Source: an optimization exercise on an open RTL-to-GDS flow (aim: small area and a short achievable clock period). Production flows keep margins and buffers that such runs may drop. Where RTL was checked, it was by simulation tests only, not by an equivalence proof against the original. Power figures rest on the tool's default switching activity, not on a simulated workload.

the reference run:
==> module ColorDetect, before the edit <==
module ColorDetect(
    input reset_n,
    input clk,
    input enable,
    input [23:0] DATA_IN,
    input DATA_IN_VALID,
    input [10:0] X_VALUE,
    input [9:0] Y_VALUE,
    input [1:0] COLOR,
    input [31:0] FRAME_WAIT,
    output [31:0] COORDINATE,
    output READY
    );
    localparam KX = 4;   
    localparam KY = 4;   
    reg ready;
    reg en;
    reg [15:0] frames;
    reg [19:0] count;            
    reg [10:0] x_q0;             
    reg x_neg;                   
    reg [19:0] x_part;           
    reg [10:KX] x_qhi;           
    reg [9:0] y_q0;
    reg y_neg;
    reg [19:0] y_part;
    reg [9:KY] y_qhi;
    wire sof = (X_VALUE == 11'd0) && (Y_VALUE == 10'd0);
    wire run = enable && reset_n;
    wire hit = (frames == FRAME_WAIT[15:0]);
    always @(posedge clk) begin
        en <= run && hit;
        if (!run || hit)
            frames <= 16'd0;
        else if (DATA_IN_VALID && sof)
            frames <= frames + 16'd1;
    end
    always @(posedge clk)
        ready <= (X_VALUE == 11'd1279) && (Y_VALUE == 10'd719) && !ready;
    wire [7:0] r = DATA_IN[23:16];
    wire [7:0] g = DATA_IN[15:8];
    wire [7:0] b = DATA_IN[7:0];
    reg match;
    always @(*) begin
        case (COLOR)
            2'b00: match = (r >= 8'd180) && (g <= 8'd80) && (b <= 8'd80);
            2'b01: match = (r < 8'd80) && (g > 8'd180) && (b < 8'd80);
            2'b10: match = (r < 8'd80) && (g < 8'd80) && (b > 8'd180);
            default: match = (r > 8'd200) && (g > 8'd200) && (b < 8'd80);
        endcase
    end
    wire [10:0] qx;
    wire [19:0] rx;
    wire [9:0] qy;
    wire [19:0] ry;
    CentroidFinish #(.W(11), .K0(KX)) fx (.q0(x_q0), .neg(x_neg), .part(x_part), .qhi(x_qhi), .d(count), .q(qx), .r(rx));
    CentroidFinish #(.W(10), .K0(KY)) fy (.q0(y_q0), .neg(y_neg), .part(y_part), .qhi(y_qhi), .d(count), .q(qy), .r(ry));
    wire [19:0] dn = count + 20'd1;
    wire nx_neg, ny_neg;
    wire [19:0] nx_part, ny_part;
    wire [10:KX] nx_qhi;
    wire [9:KY] ny_qhi;
    CentroidStart #(.W(11), .K0(KX)) sx (.q(qx), .r(rx), .v(X_VALUE), .d(dn), .neg(nx_neg), .part(nx_part), .qhi(nx_qhi));
    CentroidStart #(.W(10), .K0(KY)) sy (.q(qy), .r(ry), .v(Y_VALUE), .d(dn), .neg(ny_neg), .part(ny_part), .qhi(ny_qhi));
    wire clr = !reset_n || !en;
    always @(posedge clk) begin
        if (clr || (DATA_IN_VALID && sof)) begin
            count <= {19'd0, !clr && match};
            x_q0 <= 11'd0;
            x_neg <= 1'b0;
            x_part <= 20'd0;
            x_qhi <= 0;
            y_q0 <= 10'd0;
            y_neg <= 1'b0;
            y_part <= 20'd0;
            y_qhi <= 0;
        end else if (DATA_IN_VALID && match) begin
            count <= dn;
            x_q0 <= qx;
            x_neg <= nx_neg;
            x_part <= nx_part;
            x_qhi <= nx_qhi;
            y_q0 <= qy;
            y_neg <= ny_neg;
            y_part <= ny_part;
            y_qhi <= ny_qhi;
        end
    end
    assign COORDINATE = {5'd0, qx, 6'd0, qy};
    assign READY = ready;
endmodule
==> module DivStage, before the edit <==
module DivStage #(parameter W = 11, parameter I = 1) (
    input [W:0] a,
    input [19:0] d,
    output [W:0] an,
    output qb
    );
    localparam K = W + 1 - I;
    wire [K-1:0] t;
    wire ge;
    RippleAdd #(.N(K)) sub (.a(a[W:I]), .b(~d[K-1:0]), .ci(1'b1), .s(t), .co(ge));
    assign qb = ge & ~|d[19:K];
    generate
        if (I > 0) begin : low
            assign an = qb ? {t, a[I-1:0]} : a;
        end
    endgenerate
endmodule
==> module CentroidStart, before the edit <==
module CentroidStart #(parameter W = 11, parameter K0 = 4) (
    input [W-1:0] q,
    input [19:0] r,
    input [W-1:0] v,
    input [19:0] d,
    output neg,
    output [19:0] part,
    output [W-1:K0] qhi
    );
    wire [20:0] o1 = {1'b0, r};
    wire [20:0] o2 = {{(21-W){1'b0}}, v};
    wire [20:0] o3 = {{(21-W){1'b1}}, ~q};
    wire [20:0] cs = o1 ^ o2 ^ o3;
    wire [20:0] cc = (o1 & o2) | (o1 & o3) | (o2 & o3);
    wire [20:0] n;
    wire co;
    RippleAdd #(.N(21)) add (.a(cs), .b({cc[19:0], 1'b0}), .ci(1'b1), .s(n), .co(co));
    assign neg = n[20];
    wire [19:0] m = n[19:0] ^ {20{neg}};
    wire [W:0] a [K0:W];
    assign a[W] = m[W:0];
    genvar i;
    generate
        for (i = W - 1; i >= K0; i = i - 1) begin : stage
            DivStage #(.W(W), .I(i)) st (.a(a[i+1]), .d(d), .an(a[i]), .qb(qhi[i]));
        end
    endgenerate
    assign part = {m[19:W+1], a[K0]};
endmodule
==> module CentroidFinish, before the edit <==
module CentroidFinish #(parameter W = 11, parameter K0 = 4) (
    input [W-1:0] q0,
    input neg,
    input [19:0] part,
    input [W-1:K0] qhi,
    input [19:0] d,
    output [W-1:0] q,
    output [19:0] r
    );
    wire [W:0] a [0:K0];
    wire [K0-1:0] qlo;
    assign a[K0] = part[W:0];
    genvar i;
    generate
        for (i = K0 - 1; i >= 1; i = i - 1) begin : stage
            DivStage #(.W(W), .I(i)) st (.a(a[i+1]), .d(d), .an(a[i]), .qb(qlo[i]));
        end
    endgenerate
    wire [19:0] p = {part[19:W+1], a[1]};
    wire [19:0] t0;
    wire [19:0] u;
    wire ge0, cu;
    RippleAdd #(.N(20)) sub0 (.a(p), .b(~d), .ci(1'b1), .s(t0), .co(ge0));
    RippleAdd #(.N(20)) add2 (.a({d[18:0], 1'b0}), .b(~p), .ci(1'b0), .s(u), .co(cu));
    assign qlo[0] = ge0;
    assign r = neg ? (ge0 ? u : ~t0) : (ge0 ? t0 : p);
    wire [W-1:0] quo = {qhi, qlo};
    wire cq;
    RippleAdd #(.N(W)) addq (.a(q0), .b(quo ^ {W{neg}}), .ci(1'b0), .s(q), .co(cq));
endmodule
Settings: LEC_CHECK=0, ABC_AREA=1, CAP_MARGIN=20, CORE_MARGIN=2, CORE_UTILIZATION=40, SLEW_MARGIN=20; clock period 100.0 ns.
run.sh (not shown) runs the stock make flow with config.mk's settings and CLKGATE_MAP_FILE= SYNTH_SCRIPT=/design/flow/synth_recipe.tcl, a recipe that flattens the netlist after the stock synthesis.
Here is what was changed in the inputs of the trial run compared with the reference run.
--- a/flow/design.v
+++ b/flow/design.v
@@ -13,6 +13,6 @@
     output READY
     );
-    localparam KX = 4;   
-    localparam KY = 4;   
+    localparam KX = 5;   
+    localparam KY = 5;   
     reg ready;
     reg en;
@@ -57,11 +57,12 @@
     CentroidFinish #(.W(11), .K0(KX)) fx (.q0(x_q0), .neg(x_neg), .part(x_part), .qhi(x_qhi), .d(count), .q(qx), .r(rx));
     CentroidFinish #(.W(10), .K0(KY)) fy (.q0(y_q0), .neg(y_neg), .part(y_part), .qhi(y_qhi), .d(count), .q(qy), .r(ry));
-    wire [19:0] dn = count + 20'd1;
+    wire take = DATA_IN_VALID && match;
+    wire [19:0] dn = count + {19'd0, take};
     wire nx_neg, ny_neg;
     wire [19:0] nx_part, ny_part;
     wire [10:KX] nx_qhi;
     wire [9:KY] ny_qhi;
-    CentroidStart #(.W(11), .K0(KX)) sx (.q(qx), .r(rx), .v(X_VALUE), .d(dn), .neg(nx_neg), .part(nx_part), .qhi(nx_qhi));
-    CentroidStart #(.W(10), .K0(KY)) sy (.q(qy), .r(ry), .v(Y_VALUE), .d(dn), .neg(ny_neg), .part(ny_part), .qhi(ny_qhi));
+    CentroidStart #(.W(11), .K0(KX)) sx (.q(qx), .r(rx), .v(X_VALUE), .take(take), .d(dn), .neg(nx_neg), .part(nx_part), .qhi(nx_qhi));
+    CentroidStart #(.W(10), .K0(KY)) sy (.q(qy), .r(ry), .v(Y_VALUE), .take(take), .d(dn), .neg(ny_neg), .part(ny_part), .qhi(ny_qhi));
     wire clr = !reset_n || !en;
     always @(posedge clk) begin
@@ -76,5 +77,5 @@
             y_part <= 20'd0;
             y_qhi <= 0;
-        end else if (DATA_IN_VALID && match) begin
+        end else begin
             count <= dn;
             x_q0 <= qx;
@@ -109,4 +110,26 @@
     assign co = c[N];
 endmodule
+module SelectAdd #(parameter N = 8, parameter B = 4) (
+    input [N-1:0] a,
+    input [N-1:0] b,
+    input ci,
+    output [N-1:0] s,
+    output co
+    );
+    generate
+        if (N <= B) begin : one
+            RippleAdd #(.N(N)) r (.a(a), .b(b), .ci(ci), .s(s), .co(co));
+        end else begin : split
+            wire c;
+            RippleAdd #(.N(B)) lo (.a(a[B-1:0]), .b(b[B-1:0]), .ci(ci), .s(s[B-1:0]), .co(c));
+            wire [N-B-1:0] s0, s1;
+            wire c0, c1;
+            RippleAdd #(.N(N-B)) h0 (.a(a[N-1:B]), .b(b[N-1:B]), .ci(1'b0), .s(s0), .co(c0));
+            RippleAdd #(.N(N-B)) h1 (.a(a[N-1:B]), .b(b[N-1:B]), .ci(1'b1), .s(s1), .co(c1));
+            assign s[N-1:B] = c ? s1 : s0;
+            assign co = c0 | (c & c1);
+        end
+    endgenerate
+endmodule
 module DivStage #(parameter W = 11, parameter I = 1) (
     input [W:0] a,
@@ -118,5 +141,5 @@
     wire [K-1:0] t;
     wire ge;
-    RippleAdd #(.N(K)) sub (.a(a[W:I]), .b(~d[K-1:0]), .ci(1'b1), .s(t), .co(ge));
+    SelectAdd #(.N(K), .B((K+1)/2)) sub (.a(a[W:I]), .b(~d[K-1:0]), .ci(1'b1), .s(t), .co(ge));
     assign qb = ge & ~|d[19:K];
     generate
@@ -130,4 +153,5 @@
     input [19:0] r,
     input [W-1:0] v,
+    input take,
     input [19:0] d,
     output neg,
@@ -136,11 +160,11 @@
     );
     wire [20:0] o1 = {1'b0, r};
-    wire [20:0] o2 = {{(21-W){1'b0}}, v};
-    wire [20:0] o3 = {{(21-W){1'b1}}, ~q};
+    wire [20:0] o2 = {{(21-W){1'b0}}, v & {W{take}}};
+    wire [20:0] o3 = {{(21-W){1'b1}}, ~(q & {W{take}})};
     wire [20:0] cs = o1 ^ o2 ^ o3;
     wire [20:0] cc = (o1 & o2) | (o1 & o3) | (o2 & o3);
     wire [20:0] n;
     wire co;
-    RippleAdd #(.N(21)) add (.a(cs), .b({cc[19:0], 1'b0}), .ci(1'b1), .s(n), .co(co));
+    SelectAdd #(.N(21), .B(11)) add (.a(cs), .b({cc[19:0], 1'b0}), .ci(1'b1), .s(n), .co(co));
     assign neg = n[20];
     wire [19:0] m = n[19:0] ^ {20{neg}};
@@ -177,6 +201,6 @@
     wire [19:0] u;
     wire ge0, cu;
-    RippleAdd #(.N(20)) sub0 (.a(p), .b(~d), .ci(1'b1), .s(t0), .co(ge0));
-    RippleAdd #(.N(20)) add2 (.a({d[18:0], 1'b0}), .b(~p), .ci(1'b0), .s(u), .co(cu));
+    SelectAdd #(.N(20), .B(10)) sub0 (.a(p), .b(~d), .ci(1'b1), .s(t0), .co(ge0));
+    SelectAdd #(.N(20), .B(10)) add2 (.a({d[18:0], 1'b0}), .b(~p), .ci(1'b0), .s(u), .co(cu));
     assign qlo[0] = ge0;
     assign r = neg ? (ge0 ? u : ~t0) : (ge0 ? t0 : p);
## What came out
The reference run has lower routed length on met3 than the trial run. Both conditions hold for the trial run: the flow ran to the end and the final layout passed the timing, DRC and antenna checks. Number of buffers and inverters on the critical path ends up lower on the reference run. Re signal arrival time at the worst endpoint: the reference run and the trial run aren't equal, and the higher value belongs to the reference run. Of the reference run and the trial run, the higher power belongs to the trial run. Compared with the reference run, in the trial run y dimension of the die +about 4%, total of fill cells in the finished design grew by 360, final instance area rose by about 6%, measured slew at the worst slew-check pin down 270 ps.

The RTL this note starts from:
==> flow/design.v <==
`timescale 1ns / 1ps
module ColorDetect(
    input reset_n,
    input clk,
    input enable,
    input [23:0] DATA_IN,
    input DATA_IN_VALID,
    input [10:0] X_VALUE,
    input [9:0] Y_VALUE,
    input [1:0] COLOR,
    input [31:0] FRAME_WAIT,
    output [31:0] COORDINATE,
    output READY
    );
    localparam KX = 4;   
    localparam KY = 3;   
    reg ready;
    reg en;
    reg [15:0] frames;
    reg [19:0] count;            
    reg [10:0] x_q0;             
    reg x_neg;                   
    reg [19:0] x_part;           
    reg [10:KX] x_qhi;           
    reg [9:0] y_q0;
    reg y_neg;
    reg [19:0] y_part;
    reg [9:KY] y_qhi;
    wire sof = (X_VALUE == 11'd0) && (Y_VALUE == 10'd0);
    wire run = enable && reset_n;
    wire hit = (frames == FRAME_WAIT[15:0]);
    wire [15:0] frames_inc;
    Increment #(.N(16)) fi (.a(frames), .ci(DATA_IN_VALID && sof), .s(frames_inc));
    always @(posedge clk) begin
        en <= run && hit;
        if (!run || hit)
            frames <= 16'd0;
        else
            frames <= frames_inc;
    end
    always @(posedge clk)
        ready <= (X_VALUE == 11'd1279) && (Y_VALUE == 10'd719) && !ready;
    wire [7:0] r = DATA_IN[23:16];
    wire [7:0] g = DATA_IN[15:8];
    wire [7:0] b = DATA_IN[7:0];
    reg match;
    always @(*) begin
        case (COLOR)
            2'b00: match = (r >= 8'd180) && (g <= 8'd80) && (b <= 8'd80);
            2'b01: match = (r < 8'd80) && (g > 8'd180) && (b < 8'd80);
            2'b10: match = (r < 8'd80) && (g < 8'd80) && (b > 8'd180);
            default: match = (r > 8'd200) && (g > 8'd200) && (b < 8'd80);
        endcase
    end
    wire [10:0] qx;
    wire [19:0] rx;
    wire [9:0] qy;
    wire [19:0] ry;
    CentroidFinish #(.W(11), .K0(KX)) fx (.q0(x_q0), .neg(x_neg), .part(x_part), .qhi(x_qhi), .d(count), .q(qx), .r(rx));
    CentroidFinish #(.W(10), .K0(KY)) fy (.q0(y_q0), .neg(y_neg), .part(y_part), .qhi(y_qhi), .d(count), .q(qy), .r(ry));
    wire take = DATA_IN_VALID && match;
    wire [19:0] dn;
    Increment #(.N(20)) ci (.a(count), .ci(take), .s(dn));
    wire nx_neg, ny_neg;
    wire [19:0] nx_part, ny_part;
    wire [10:KX] nx_qhi;
    wire [9:KY] ny_qhi;
    CentroidStart #(.W(11), .K0(KX)) sx (.q(qx), .r(rx), .v(X_VALUE), .take(take), .d(dn), .neg(nx_neg), .part(nx_part), .qhi(nx_qhi));
    CentroidStart #(.W(10), .K0(KY)) sy (.q(qy), .r(ry), .v(Y_VALUE), .take(take), .d(dn), .neg(ny_neg), .part(ny_part), .qhi(ny_qhi));
    wire clr = !reset_n || !en;
    always @(posedge clk) begin
        if (clr || (DATA_IN_VALID && sof)) begin
            count <= {19'd0, !clr && match};
            x_q0 <= 11'd0;
            x_neg <= 1'b0;
            x_part <= 20'd0;
            x_qhi <= 0;
            y_q0 <= 10'd0;
            y_neg <= 1'b0;
            y_part <= 20'd0;
            y_qhi <= 0;
        end else begin
            count <= dn;
            x_q0 <= qx;
            x_neg <= nx_neg;
            x_part <= nx_part;
            x_qhi <= nx_qhi;
            y_q0 <= qy;
            y_neg <= ny_neg;
            y_part <= ny_part;
            y_qhi <= ny_qhi;
        end
    end
    assign COORDINATE = {5'd0, qx, 6'd0, qy};
    assign READY = ready;
endmodule
module Increment #(parameter N = 8) (
    input [N-1:0] a,
    input ci,
    output [N-1:0] s
    );
    wire [N:0] c;
    assign c[0] = ci;
    genvar j;
    generate
        for (j = 0; j < N; j = j + 1) begin : bit_
            assign s[j] = a[j] ^ c[j];
            assign c[j+1] = a[j] & c[j];
        end
    endgenerate
endmodule
module RippleAdd #(parameter N = 8) (
    input [N-1:0] a,
    input [N-1:0] b,
    input ci,
    output [N-1:0] s,
    output co
    );
    wire [N:0] c;
    assign c[0] = ci;
    genvar j;
    generate
        for (j = 0; j < N; j = j + 1) begin : bit_
            assign s[j] = a[j] ^ b[j] ^ c[j];
            assign c[j+1] = (a[j] & b[j]) | (a[j] & c[j]) | (b[j] & c[j]);
        end
    endgenerate
    assign co = c[N];
endmodule
module RippleSub #(parameter N = 8) (
    input [N-1:0] a,
    input [N-1:0] b,
    output [N-1:0] f,
    output ge
    );
    wire [N:0] bw;
    assign bw[0] = 1'b0;
    genvar j;
    generate
        for (j = 0; j < N; j = j + 1) begin : bit_
            assign bw[j+1] = (~a[j] & (b[j] | bw[j])) | (b[j] & bw[j]);
        end
    endgenerate
    assign f = b ^ bw[N-1:0];
    assign ge = ~bw[N];
endmodule
module DivStage #(parameter W = 11, parameter I = 1) (
    input [W:0] a,
    input [19:0] d,
    output [W:0] an,
    output qb
    );
    localparam K = W + 1 - I;
    wire [K-1:0] f;
    wire ge;
    RippleSub #(.N(K)) sub (.a(a[W:I]), .b(d[K-1:0]), .f(f), .ge(ge));
    assign qb = ge & ~|d[19:K];
    assign an = {a[W:I] ^ (f & {K{qb}}), a[I-1:0]};
endmodule
module CentroidStart #(parameter W = 11, parameter K0 = 4) (
    input [W-1:0] q,
    input [19:0] r,
    input [W-1:0] v,
    input take,
    input [19:0] d,
    output neg,
    output [19:0] part,
    output [W-1:K0] qhi
    );
    wire [20:0] o1 = {1'b0, r};
    wire [20:0] o2 = {{(21-W){1'b0}}, v & {W{take}}};
    wire [20:0] o3 = {{(21-W){1'b1}}, ~(q & {W{take}})};
    wire [20:0] cs = o1 ^ o2 ^ o3;
    wire [20:0] cc = (o1 & o2) | (o1 & o3) | (o2 & o3);
    wire [20:0] n;
    wire co;
    RippleAdd #(.N(21)) add (.a(cs), .b({cc[19:0], 1'b0}), .ci(1'b1), .s(n), .co(co));
    assign neg = n[20];
    wire [19:0] m = {n[19:W] & {(20-W){~neg}}, n[W-1:0] ^ {W{neg}}};
    wire [W:0] a [K0:W];
    assign a[W] = m[W:0];
    genvar i;
    generate
        for (i = W - 1; i >= K0; i = i - 1) begin : stage
            DivStage #(.W(W), .I(i)) st (.a(a[i+1]), .d(d), .an(a[i]), .qb(qhi[i]));
        end
    endgenerate
    assign part = {m[19:W+1], a[K0]};
endmodule
module CentroidFinish #(parameter W = 11, parameter K0 = 4) (
    input [W-1:0] q0,
    input neg,
    input [19:0] part,
    input [W-1:K0] qhi,
    input [19:0] d,
    output [W-1:0] q,
    output [19:0] r
    );
    wire [W:0] a [0:K0];
    wire [K0-1:0] qlo;
    assign a[K0] = part[W:0];
    genvar i;
    generate
        for (i = K0 - 1; i >= 1; i = i - 1) begin : stage
            DivStage #(.W(W), .I(i)) st (.a(a[i+1]), .d(d), .an(a[i]), .qb(qlo[i]));
        end
    endgenerate
    wire [19:0] p = {part[19:W+1], a[1]};
    wire [19:0] f0;
    wire ge0;
    RippleSub #(.N(20)) sub0 (.a(p), .b(d), .f(f0), .ge(ge0));
    wire [19:0] t0 = p ^ f0;
    wire [W:0] u;
    wire cu;
    RippleAdd #(.N(W+1)) add2 (.a({d[W-1:0], 1'b0}), .b(~p[W:0]), .ci(1'b0), .s(u), .co(cu));
    assign qlo[0] = ge0;
    assign r = neg ? (ge0 ? {{(19-W){1'b0}}, u} : ~t0) : (p ^ (f0 & {20{ge0}}));
    wire [W-1:0] quo = {qhi, qlo};
    wire cq;
    RippleAdd #(.N(W)) addq (.a(q0), .b(quo ^ {W{neg}}), .ci(1'b0), .s(q), .co(cq));
endmodule
==> flow/config.mk <==
export PLATFORM = sky130hd
export DESIGN_NAME = ColorDetect
export DESIGN_NICKNAME = ColorDetect
export VERILOG_FILES = /design/flow/design.v
export SDC_FILE = /design/flow/constraint.sdc
export NUM_CORES = 4
export LEC_CHECK = 0
export ABC_AREA = 1
export CAP_MARGIN = 20
export CORE_MARGIN = 2
export CORE_UTILIZATION = 40
export CTS_BUF_LIST = sky130_fd_sc_hd__clkbuf_4 sky130_fd_sc_hd__clkbuf_8
export SLEW_MARGIN = 20
==> flow/constraint.sdc <==
create_clock -name core_clock -period 100.0 [get_ports {clk}]
set_input_delay 20.0000 -clock core_clock [delete_from_list [all_inputs] [get_ports {clk}]]
set_output_delay 20.0000 -clock core_clock [all_outputs]
set_load 0.01 [all_outputs]
standard.sh (not shown) runs the stock make flow with config.mk's settings and CLKGATE_MAP_FILE= SYNTH_SCRIPT=/design/flow/synth_recipe.tcl, a recipe that flattens the netlist after the stock synthesis.
==> flow/flow/run.sh <==
#!/bin/bash
# Standard layout, except: synthesis leaves adders to ABC (no full-adder
# cells), and the port buffers are buf_1 cells.
set -euo pipefail
export BUFFER_PORTS_ARGS="-buffer_cell sky130_fd_sc_hd__buf_1"
bash standard.sh "ADDER_MAP_FILE=" "BUFFER_PORTS_ARGS=-buffer_cell sky130_fd_sc_hd__buf_1" finish > standard.log 2>&1
The starting point finished with timing, DRC and antenna clean.
Edit:
--- a/flow/design.v
+++ b/flow/design.v
@@ -14,5 +14,5 @@
     );
     localparam KX = 4;   
-    localparam KY = 3;   
+    localparam KY = 4;   
     reg ready;
     reg en;
Wire length came out lower by 3.8%.
Count of clock-buffer cells in the layout fell by 2.
Worst hold slack got worse by 5.3 ps.
Final area went down by 2.6%.
Utilization hardly moves.
Clock power went up by 13%.
Final cell count is lower by 1.1%.
Die area drops by 2.6%.
Power stays flat.
Setup slack degrades by 810 ps.
Maximum frequency decreases by 2.3%.
Register-to-register slack is worse by 640 ps.
No functional check of the RTL was part of the first run of this note.

re-timing with driven ports:
In the flow no input, the clock included, has a driving cell. The finished layouts below were timed again as built, in two steps. Step 1 (the two cells are an assumption about what drives the block):
set clk [get_ports {clk}]
set_driving_cell -lib_cell sky130_fd_sc_hd__clkbuf_16 $clk
set_driving_cell -lib_cell sky130_fd_sc_hd__buf_2 [delete_from_list [all_inputs] $clk]
Step 2 times the ports against the registers' clock, not the clock port: input delays grow and output delays shrink by t, the midpoint of the rising clock arrivals with the driver on. Slacks: no drivers / after step 1 / after step 2; pairs: no drivers / after step 1.
run | t (ns) | setup WS [ns] | worst hold slack (ns) | worst setup path after step 2
the reference run | 0.482 | 53.587 / 53.538 / 54.020 | 0.465 / 0.465 / 0.465 | register to output
the trial run | 0.446 | 57.877 / 57.827 / 58.273 | 0.502 / 0.502 / 0.502 | register to output
the first run of note 2 | 0.520 | 65.964 / 65.991 / 65.471 | 0.484 / 0.484 / 0.484 | input to register
the second run of note 2 | 0.532 | 65.150 / 65.098 / 65.630 | 0.479 / 0.479 / 0.479 | register to output
After both steps every run listed still meets setup and hold. The setup slack of the first run of note 2, which loses most, moves by +0.027 ns with the drivers and by -0.493 ns with both steps.
